Background: an optimization exercise with open tools, aiming at small area. Do not read the settings as production practice. At most, simulation tests tie the RTL to the original design; equivalence was not proved.

==> flow/design.v <==
module SubRipple #(parameter W = 9)(
    input  wire [W-1:0] a,
    input  wire [W-1:0] b,
    output wire [W-1:0] d,
    output wire         ge
);
    wire [W:0] c;
    assign c[0] = 1'b1;
    genvar i;
    generate
        for (i = 0; i < W; i = i + 1) begin : g
            wire nb = ~b[i];
            assign d[i] = a[i] ^ nb ^ c[i];
            assign c[i+1] = (a[i] & nb) | (c[i] & (a[i] | nb));
        end
    endgenerate
    assign ge = c[W];
endmodule
module Decode_1xEP(
    input  wire [8:0]  m_range,
    input  wire [16:0] e,
    output wire        bin_out,
    output wire [15:0] v
);
    wire [9:0] br;
    assign br[0] = 1'b0;
    genvar i;
    generate
        for (i = 0; i < 9; i = i + 1) begin : g
            assign br[i+1] = (~e[7+i] & m_range[i]) | (~(e[7+i] ^ m_range[i]) & br[i]);
        end
    endgenerate
    assign bin_out = e[16] | ~br[9];
    assign v = {e[15:7] ^ ({9{bin_out}} & (m_range ^ br[8:0])), e[6:0]};
endmodule
module AddRipple #(parameter W = 4)(
    input  wire [W-1:0] a,
    input  wire [W-1:0] b,
    input  wire         ci,
    output wire [W-1:0] s,
    output wire         co
);
    wire [W:0] c;
    assign c[0] = ci;
    genvar i;
    generate
        for (i = 0; i < W; i = i + 1) begin : g
            assign s[i] = a[i] ^ b[i] ^ c[i];
            assign c[i+1] = (a[i] & b[i]) | (c[i] & (a[i] | b[i]));
        end
    endgenerate
    assign co = c[W];
endmodule
module Decoder #(parameter BIN_WIDTH = 4)(
    input clk,
    input reset,
    input bypass,
    input [7:0] pState_in,
    input [1:0] n_bin,
    input [15:0] m_value_binRE_in,
    input [16:0] m_value_binEP0_in,
    input [16:0] m_value_binEP1_in,
    input [16:0] m_value_binEP2_in,
    input [16:0] m_value_binEP3_in,
    output wire [BIN_WIDTH - 1:0] bin,
    output wire [15:0] m_value_binRE_out,
    output wire [16:0] m_value_binEP0_out,
    output wire [16:0] m_value_binEP1_out,
    output wire [16:0] m_value_binEP2_out,
    output wire [16:0] m_value_binEP3_out,
    output wire [2:0] numBits,
    output wire mps_renorm,
    output wire lps
);
    reg [8:0] m_range;
    reg [15:0] m_value;
    wire b0, b1, b2, b3;
    wire [15:0] v0, v1, v2, v3;
    Decode_1xEP ep0 (.m_range(m_range), .e(m_value_binEP0_in), .bin_out(b0), .v(v0));
    Decode_1xEP ep1 (.m_range(m_range), .e(m_value_binEP1_in), .bin_out(b1), .v(v1));
    Decode_1xEP ep2 (.m_range(m_range), .e(m_value_binEP2_in), .bin_out(b2), .v(v2));
    Decode_1xEP ep3 (.m_range(m_range), .e(m_value_binEP3_in), .bin_out(b3), .v(v3));
    assign m_value_binEP0_out = {m_value, 1'b0};
    assign m_value_binEP1_out = {v0, 1'b0};
    assign m_value_binEP2_out = {v1, 1'b0};
    assign m_value_binEP3_out = {v2, 1'b0};
    wire sel0 = bypass & ~n_bin[1] & ~n_bin[0];
    wire sel1 = bypass & ~n_bin[1] &  n_bin[0];
    wire sel2 = bypass &  n_bin[1] & ~n_bin[0];
    wire sel3 = bypass &  n_bin[1] &  n_bin[0];
    wire [15:0] v_next = ({16{sel0}} & v0) | ({16{sel1}} & v1) | ({16{sel2}} & v2) |
                         ({16{sel3}} & v3) | ({16{~bypass}} & m_value_binRE_in);
    wire [3:0] bin_ep = {sel3 & b3, (sel2 | sel3) & b2, ~sel0 & b1, b0};
    wire [4:0] q = pState_in[6:2] ^ {5{pState_in[7]}};
    wire [3:0] r = m_range[8:5];
    wire [4:0] pp0 = q & {5{r[0]}};
    wire [4:0] pp1 = q & {5{r[1]}};
    wire [4:0] pp2 = q & {5{r[2]}};
    wire [4:0] pp3 = q & {5{r[3]}};
    wire [4:0] s1; wire c1;
    AddRipple #(5) a1 (.a({1'b0, pp0[4:1]}), .b(pp1), .ci(1'b0), .s(s1), .co(c1));
    wire [4:0] s2; wire c2;
    AddRipple #(5) a2 (.a({c1, s1[4:1]}), .b(pp2), .ci(1'b0), .s(s2), .co(c2));
    wire [4:0] s3; wire c3;
    AddRipple #(5) a3 (.a({c2, s2[4:1]}), .b(pp3), .ci(1'b1), .s(s3), .co(c3));
    wire [7:0] lpsr = {c3, s3, s2[0], s1[0]};
    wire [8:0] rl; wire rl_ge;
    SubRipple #(9) srl (.a(m_range), .b({1'b0, lpsr}), .d(rl), .ge(rl_ge));
    wire [8:0] a_lo; wire a_ge;
    SubRipple #(9) sva (.a(m_value[15:7]), .b(m_range), .d(a_lo), .ge(a_ge));
    wire [7:0] t_lo; wire t_c8;
    AddRipple #(8) at (.a(a_lo[7:0]), .b(lpsr), .ci(1'b0), .s(t_lo), .co(t_c8));
    wire t8 = a_lo[8] ^ t_c8;
    wire c9 = a_lo[8] & t_c8;
    wire t9 = ~a_ge ^ c9;             
    wire t10 = ~a_ge & ~c9;           
    wire [8:0] vd = {t8, t_lo};
    wire is_lps = ~t10 & (rl_ge | t9);
    wire lz2 = ~|lpsr[7:4];
    wire [7:0] l1 = lz2 ? {lpsr[3:0], 4'b0000} : lpsr;
    wire lz1 = ~|l1[7:6];
    wire [7:0] l2 = lz1 ? {l1[5:0], 2'b00} : l1;
    wire lz0 = ~l2[7];
    wire [6:0] l3 = lz0 ? l2[5:0] << 1 : l2[6:0];
    reg [2:0] nb;
    always @(*) begin
        casez (lpsr[7:3])
            5'b1????: nb = 3'd1;
            5'b01???: nb = 3'd2;
            5'b001??: nb = 3'd3;
            5'b0001?: nb = 3'd4;
            5'b00001: nb = 3'd5;
            default:  nb = 3'd6;
        endcase
    end
    assign lps = is_lps;
    assign mps_renorm = is_lps | rl[8];
    assign numBits = is_lps ? nb : 3'd1;
    wire [15:0] sh0 = {vd[7:0], m_value[6:0], 1'b0};
    wire [15:0] sh1 = lz2 ? {sh0[11:0], 4'b0000} : sh0;
    wire [15:0] sh2 = lz1 ? {sh1[13:0], 2'b00} : sh1;
    wire [15:0] re_lps = lz0 ? {sh2[14:0], 1'b0} : sh2;
    wire [15:0] re_mps = rl[8] ? m_value : {m_value[14:0], 1'b0};
    assign m_value_binRE_out = is_lps ? re_lps : re_mps;
    wire [8:0] rng_lps = {1'b1, l3, 1'b0};
    wire [8:0] rng_mps = rl[8] ? rl : {rl[7:0], 1'b0};
    wire [8:0] rng_re = is_lps ? rng_lps : rng_mps;
    wire [3:0] bin_re = is_lps ? {3'b111, ~pState_in[7]} : {3'b000, pState_in[7]};
    assign bin = bypass ? bin_ep : bin_re;
    always @(posedge clk or posedge reset) begin
        if (reset) begin
            m_range <= 9'd510;
            m_value <= 16'd36049;
        end else begin
            m_value <= v_next;
            if (!bypass)
                m_range <= rng_re;
        end
    end
endmodule
clock: 10.0 ns
lec_check: 0
abc_area: 1
cap_margin: 0
core_margin: 2
core_utilization: 50
slew_margin: 0
standard.sh (not shown) runs the stock make flow with config.mk's settings and CLKGATE_MAP_FILE= SYNTH_SCRIPT=/design/flow/synth_recipe.tcl, a recipe that flattens the netlist after the stock synthesis.
==> flow/flow/run.sh <==
#!/bin/bash
# Standard ORFS layout with two changes:
#  1. after the standard synthesis, the combinational logic of its netlist is re-mapped by
#     ABC with area-oriented scripts, a few rounds and a last deepsyn round, keeping the smallest result (the
#     flip-flops are kept exactly as the standard synthesis made them);
#  2. the port buffers use the smallest buffer cell, constant outputs share one tie cell and
#     the clock tree gets no dummy loads.
set -euo pipefail
HERE=$(pwd)
R=$HERE/orfs/results/sky130hd/Decoder/base
LIB=$FLOW_HOME/platforms/sky130hd/lib/sky130_fd_sc_hd__tt_025C_1v80.lib
DU=""
for c in probe_p_8 probec_p_8 lpflow_bleeder_1 lpflow_clkbufkapwr_1 lpflow_clkbufkapwr_16 \
  lpflow_clkbufkapwr_2 lpflow_clkbufkapwr_4 lpflow_clkbufkapwr_8 lpflow_clkinvkapwr_1 \
  lpflow_clkinvkapwr_16 lpflow_clkinvkapwr_2 lpflow_clkinvkapwr_4 lpflow_clkinvkapwr_8 \
  lpflow_inputiso0n_1 lpflow_inputiso0p_1 lpflow_inputiso1n_1 lpflow_inputiso1p_1 \
  lpflow_isobufsrc_1 lpflow_isobufsrc_16 lpflow_isobufsrc_2 lpflow_isobufsrc_4 \
  lpflow_isobufsrc_8 lpflow_isobufsrckapwr_16; do
  DU="$DU -dont_use sky130_fd_sc_hd__$c"
done

bash standard.sh synth > synth.log 2>&1
cp $R/1_2_yosys.v $HERE/std_synth.v

# one round: re-map the combinational logic of $1 with ABC script $3 into $2
remap() {
  yosys -l $2.log -p "
read_liberty -ignore_miss_func -overwrite -setattr liberty_cell $LIB
blackbox sky130_fd_sc_hd__df*
read_verilog -overwrite $1
hierarchy -top Decoder
flatten
opt_clean
abc -liberty $LIB $DU -script $3
opt_clean -purge
read_liberty -lib -overwrite $LIB
tee -o $2.stat stat -liberty $LIB
write_verilog -noattr -nohex -nodec $2
" > /dev/null
  awk '/Chip area/{print $NF}' $2.stat
}

mkdir -p remap
best=$HERE/std_synth.v
best_area=1e9
cur=$HERE/std_synth.v
for round in 1 2 3 4 5; do
  round_best=""; round_area=1e9
  for s in s5 s9 s10; do
    out=$HERE/remap/r${round}_$s.v
    a=$(remap $cur $out $HERE/flow/$s.abc)
    echo "round $round $s area $a" >> remap/summary.txt
    if awk "BEGIN{exit !($a < $round_area)}"; then round_area=$a; round_best=$out; fi
  done
  cur=$round_best
  if awk "BEGIN{exit !($round_area < $best_area)}"; then best_area=$round_area; best=$round_best; fi
done
echo "best $best $best_area" >> remap/summary.txt

# a last round on the smallest netlist with ABC's deepsyn, kept if it is smaller still
a=$(remap $best $HERE/remap/deepsyn.v $HERE/flow/deepsyn.abc)
echo "deepsyn area $a" >> remap/summary.txt
if awk "BEGIN{exit !($a < $best_area)}"; then best=$HERE/remap/deepsyn.v; best_area=$a; fi
echo "final $best $best_area" >> remap/summary.txt

yosys -l $HERE/finalize.log -p "
read_liberty -lib -overwrite $LIB
read_verilog $best
hierarchy -top Decoder
hilomap -singleton -hicell sky130_fd_sc_hd__conb_1 HI -locell sky130_fd_sc_hd__conb_1 LO
insbuf -buf sky130_fd_sc_hd__buf_1 A X
splitnets
opt_clean -purge
check -assert -mapped
stat -liberty $LIB
write_verilog -noattr -nohex -nodec $HERE/resyn.v
" > /dev/null

cp $HERE/resyn.v $R/1_2_yosys.v
rm -f $R/1_synth.odb $R/1_synth.sdc

export BUFFER_PORTS_ARGS="-buffer_cell sky130_fd_sc_hd__buf_1"
export SKIP_REPAIR_TIE_FANOUT=1
# clock tree without dummy loads
export CTS_ARGS="-sink_clustering_enable -repair_clock_nets -dont_use_dummy_load"
bash standard.sh > standard.log 2>&1
Other scripts of this flow, unchanged in this note and not shown: flow/flow/deepsyn.abc, flow/flow/s10.abc, flow/flow/s5.abc, flow/flow/s9.abc
Next try:
--- a/flow/design.v
+++ b/flow/design.v
@@ -117,10 +117,4 @@
     wire [8:0] vd = {t8, t_lo};
     wire is_lps = ~t10 & (rl_ge | t9);
-    wire lz2 = ~|lpsr[7:4];
-    wire [7:0] l1 = lz2 ? {lpsr[3:0], 4'b0000} : lpsr;
-    wire lz1 = ~|l1[7:6];
-    wire [7:0] l2 = lz1 ? {l1[5:0], 2'b00} : l1;
-    wire lz0 = ~l2[7];
-    wire [6:0] l3 = lz0 ? l2[5:0] << 1 : l2[6:0];
     reg [2:0] nb;
     always @(*) begin
@@ -137,11 +131,9 @@
     assign mps_renorm = is_lps | rl[8];
     assign numBits = is_lps ? nb : 3'd1;
-    wire [15:0] sh0 = {vd[7:0], m_value[6:0], 1'b0};
-    wire [15:0] sh1 = lz2 ? {sh0[11:0], 4'b0000} : sh0;
-    wire [15:0] sh2 = lz1 ? {sh1[13:0], 2'b00} : sh1;
-    wire [15:0] re_lps = lz0 ? {sh2[14:0], 1'b0} : sh2;
+    wire [15:0] re_lps = {vd, m_value[6:0]} << nb;
     wire [15:0] re_mps = rl[8] ? m_value : {m_value[14:0], 1'b0};
     assign m_value_binRE_out = is_lps ? re_lps : re_mps;
-    wire [8:0] rng_lps = {1'b1, l3, 1'b0};
+    wire [7:0] lps_sh = lpsr << nb;
+    wire [8:0] rng_lps = {1'b1, lps_sh};   
     wire [8:0] rng_mps = rl[8] ? rl : {rl[7:0], 1'b0};
     wire [8:0] rng_re = is_lps ? rng_lps : rng_mps;
After rerunning: Worst hold slack got worse by 0.016 ns; worst setup slack got worse by 0.11 ns; first-iteration DRC count is about the same; global-route usage falls by 1.4 points; routed wire length rises slightly; via count rises slightly; design area rises by a few percent.
Only the layout flow was run in the first run of this note; the RTL was not checked for function there.

RTL: the design.v shown in full above, as it stands there.
export LEC_CHECK = 0
export ABC_AREA = 1
export CAP_MARGIN = 0
export CORE_MARGIN = 2
export CORE_UTILIZATION = 50
export SLEW_MARGIN = 0
create_clock -name core_clock -period 10.0 [get_ports {clk}]
==> flow/flow/run.sh <==
#!/bin/bash
# Standard ORFS layout with two changes:
#  1. after the standard synthesis, the combinational logic of its netlist is re-mapped by
#     ABC with area-oriented scripts, a few rounds, keeping the result whose area after an
#     unplaced timing repair (flow/a1.tcl) is smallest; the flip-flops are kept exactly as
#     the standard synthesis made them;
#  2. the port buffers use the smallest buffer cell, constant outputs share one tie cell and
#     the clock tree gets no dummy loads.
set -euo pipefail
HERE=$(pwd)
R=$HERE/orfs/results/sky130hd/Decoder/base
LIB=$FLOW_HOME/platforms/sky130hd/lib/sky130_fd_sc_hd__tt_025C_1v80.lib
DU=""
for c in probe_p_8 probec_p_8 lpflow_bleeder_1 lpflow_clkbufkapwr_1 lpflow_clkbufkapwr_16 \
  lpflow_clkbufkapwr_2 lpflow_clkbufkapwr_4 lpflow_clkbufkapwr_8 lpflow_clkinvkapwr_1 \
  lpflow_clkinvkapwr_16 lpflow_clkinvkapwr_2 lpflow_clkinvkapwr_4 lpflow_clkinvkapwr_8 \
  lpflow_inputiso0n_1 lpflow_inputiso0p_1 lpflow_inputiso1n_1 lpflow_inputiso1p_1 \
  lpflow_isobufsrc_1 lpflow_isobufsrc_16 lpflow_isobufsrc_2 lpflow_isobufsrc_4 \
  lpflow_isobufsrc_8 lpflow_isobufsrckapwr_16; do
  DU="$DU -dont_use sky130_fd_sc_hd__$c"
done

bash standard.sh synth > synth.log 2>&1
cp $R/1_2_yosys.v $HERE/std_synth.v

# one round: re-map the combinational logic of $1 with ABC script $3 into $2
remap() {
  yosys -l $2.log -p "
read_liberty -ignore_miss_func -overwrite -setattr liberty_cell $LIB
blackbox sky130_fd_sc_hd__df*
read_verilog -overwrite $1
hierarchy -top Decoder
flatten
opt_clean
abc -liberty $LIB $DU -script $3
opt_clean -purge
read_liberty -lib -overwrite $LIB
tee -o $2.stat stat -liberty $LIB
write_verilog -noattr -nohex -nodec $2
" > /dev/null
  awk '/Chip area/{print $NF}' $2.stat
}

a1() {
  A1_NETLIST=$1 A1_SDC=$HERE/constraint.sdc openroad -no_init -exit $HERE/flow/a1.tcl > $1.a1.log 2>&1
  awk '/^A1 /{print $2}' $1.a1.log
}

mkdir -p remap
cur=$HERE/std_synth.v
for round in 1 2 3 4 5; do
  round_best=""; round_area=1e9
  for s in s5 s9 s10; do
    out=$HERE/remap/r${round}_$s.v
    a=$(remap $cur $out $HERE/flow/$s.abc)
    c=$(a1 $out)
    echo "round $round $s area $a cost $c" >> remap/summary.txt
    if awk "BEGIN{exit !($a < $round_area)}"; then round_area=$a; round_best=$out; fi
  done
  cur=$round_best
done
best=$(awk '{print $7, $2, $3}' remap/summary.txt | sort -g | head -1 | awk -v d=$HERE/remap '{print d "/r" $2 "_" $3 ".v"}')
echo "best $best $(awk '{print $7}' remap/summary.txt | sort -g | head -1)" >> remap/summary.txt

yosys -l $HERE/finalize.log -p "
read_liberty -lib -overwrite $LIB
read_verilog $best
hierarchy -top Decoder
hilomap -singleton -hicell sky130_fd_sc_hd__conb_1 HI -locell sky130_fd_sc_hd__conb_1 LO
insbuf -buf sky130_fd_sc_hd__buf_1 A X
splitnets
opt_clean -purge
check -assert -mapped
stat -liberty $LIB
write_verilog -noattr -nohex -nodec $HERE/resyn.v
" > /dev/null

cp $HERE/resyn.v $R/1_2_yosys.v
rm -f $R/1_synth.odb $R/1_synth.sdc

export BUFFER_PORTS_ARGS="-buffer_cell sky130_fd_sc_hd__buf_1"
export SKIP_REPAIR_TIE_FANOUT=1
# clock tree without dummy loads
export CTS_ARGS="-sink_clustering_enable -repair_clock_nets -dont_use_dummy_load"
bash standard.sh > standard.log 2>&1
Other scripts of this flow, unchanged in this note and not shown: flow/flow/a1.tcl, flow/flow/s10.abc, flow/flow/s5.abc, flow/flow/s9.abc
Edit:
--- a/flow/design.v
+++ b/flow/design.v
@@ -70,12 +70,28 @@
     output wire [16:0] m_value_binEP3_out,
     output wire [2:0] numBits,
     output wire mps_renorm,
     output wire lps
 );
     reg [8:0] m_range;
+    function CarryTree8(input [7:0] g, input [7:0] p);
+        reg [3:0] g1, p1;
+        reg [1:0] g2, p2;
+        integer k;
+        begin
+            for (k = 0; k < 4; k = k + 1) begin
+                g1[k] = g[2*k+1] | (p[2*k+1] & g[2*k]);
+                p1[k] = p[2*k+1] & p[2*k];
+            end
+            for (k = 0; k < 2; k = k + 1) begin
+                g2[k] = g1[2*k+1] | (p1[2*k+1] & g1[2*k]);
+                p2[k] = p1[2*k+1] & p1[2*k];
+            end
+            CarryTree8 = g2[1] | (p2[1] & g2[0]);
+        end
+    endfunction
     reg [15:0] m_value;
     wire b0, b1, b2, b3;
     wire [15:0] v0, v1, v2, v3;
     Decode_1xEP ep0 (.m_range(m_range), .e(m_value_binEP0_in), .bin_out(b0), .v(v0));
     Decode_1xEP ep1 (.m_range(m_range), .e(m_value_binEP1_in), .bin_out(b1), .v(v1));
     Decode_1xEP ep2 (.m_range(m_range), .e(m_value_binEP2_in), .bin_out(b2), .v(v2));
@@ -102,40 +118,35 @@
     wire [4:0] s2; wire c2;
     AddRipple #(5) a2 (.a({c1, s1[4:1]}), .b(pp2), .ci(1'b0), .s(s2), .co(c2));
     wire [4:0] s3; wire c3;
     AddRipple #(5) a3 (.a({c2, s2[4:1]}), .b(pp3), .ci(1'b1), .s(s3), .co(c3));
     wire [7:0] lpsr = {c3, s3, s2[0], s1[0]};
     wire [8:0] rl; wire rl_ge;
-    SubRipple #(9) srl (.a(m_range), .b({1'b0, lpsr}), .d(rl), .ge(rl_ge));
+    wire rl_ge_ripple;
+    SubRipple #(9) srl (.a(m_range), .b({1'b0, lpsr}), .d(rl), .ge(rl_ge_ripple));
+    wire rl_ge;
     wire [8:0] a_lo; wire a_ge;
     SubRipple #(9) sva (.a(m_value[15:7]), .b(m_range), .d(a_lo), .ge(a_ge));
-    wire [7:0] t_lo; wire t_c8;
-    AddRipple #(8) at (.a(a_lo[7:0]), .b(lpsr), .ci(1'b0), .s(t_lo), .co(t_c8));
+    wire [7:0] t_lo; wire t_c8_ripple;
+    AddRipple #(8) at (.a(a_lo[7:0]), .b(lpsr), .ci(1'b0), .s(t_lo), .co(t_c8_ripple));
+    wire t_c8 = CarryTree8(a_lo[7:0] & lpsr, a_lo[7:0] | lpsr);
+    wire rl_ge8 = CarryTree8(m_range[7:0] & ~lpsr, m_range[7:0] | ~lpsr) | &(m_range[7:0] | ~lpsr);
+    assign rl_ge = m_range[8] | rl_ge8;
     wire t8 = a_lo[8] ^ t_c8;
     wire c9 = a_lo[8] & t_c8;
     wire t9 = ~a_ge ^ c9;             
     wire t10 = ~a_ge & ~c9;           
     wire [8:0] vd = {t8, t_lo};
     wire is_lps = ~t10 & (rl_ge | t9);
     wire lz2 = ~|lpsr[7:4];
     wire [7:0] l1 = lz2 ? {lpsr[3:0], 4'b0000} : lpsr;
     wire lz1 = ~|l1[7:6];
     wire [7:0] l2 = lz1 ? {l1[5:0], 2'b00} : l1;
     wire lz0 = ~l2[7];
     wire [6:0] l3 = lz0 ? l2[5:0] << 1 : l2[6:0];
-    reg [2:0] nb;
-    always @(*) begin
-        casez (lpsr[7:3])
-            5'b1????: nb = 3'd1;
-            5'b01???: nb = 3'd2;
-            5'b001??: nb = 3'd3;
-            5'b0001?: nb = 3'd4;
-            5'b00001: nb = 3'd5;
-            default:  nb = 3'd6;
-        endcase
-    end
+    wire [2:0] nb = {lz2, lz1, lz0} + 3'd1;
     assign lps = is_lps;
     assign mps_renorm = is_lps | rl[8];
     assign numBits = is_lps ? nb : 3'd1;
     wire [15:0] sh0 = {vd[7:0], m_value[6:0], 1'b0};
     wire [15:0] sh1 = lz2 ? {sh0[11:0], 4'b0000} : sh0;
     wire [15:0] sh2 = lz1 ? {sh1[13:0], 2'b00} : sh1;
Effect: The new run completed without violations. Cell area rose by 1.0%. Global-route usage is about the same. Hold slack gets worse by 9.9 ps. Wire length rose by 3.3%. Utilization is about the same.
No run of this note included a check of the RTL's function; only the layout flow was run.

[afterwards: timing with drivers on the ports]
Ports are ideal in the flow. The routed layouts listed here were re-timed in OpenROAD. Step 1, drivers: a clkbuf_16 drives clk and a buf_2 each remaining input, both assumed. Step 2 adds t to the input delays and takes it off the output delays; t is the mean of the earliest and latest rising clock arrival at the registers after step 1. Input paths then give back, and output paths get back, about the clock's delay inside the block. Three values: no drivers, after step 1, after step 2; two values: the first two.
run | t (ns) | setup WS [ns] | hold slack, ns
the first run of note 1 | 0.286 | 0.486 / 0.453 / 0.453 | 0.655 / 0.655 / 0.655
the second run of note 1 | 0.297 | 0.380 / 0.347 / 0.347 | 0.640 / 0.640 / 0.640
the first run of note 2 | 0.297 | 0.459 / 0.439 / 0.439 | 0.667 / 0.667 / 0.667
the second run of note 2 | 0.287 | 0.554 / 0.529 / 0.529 | 0.657 / 0.657 / 0.657
After both steps every run listed still meets setup and hold.
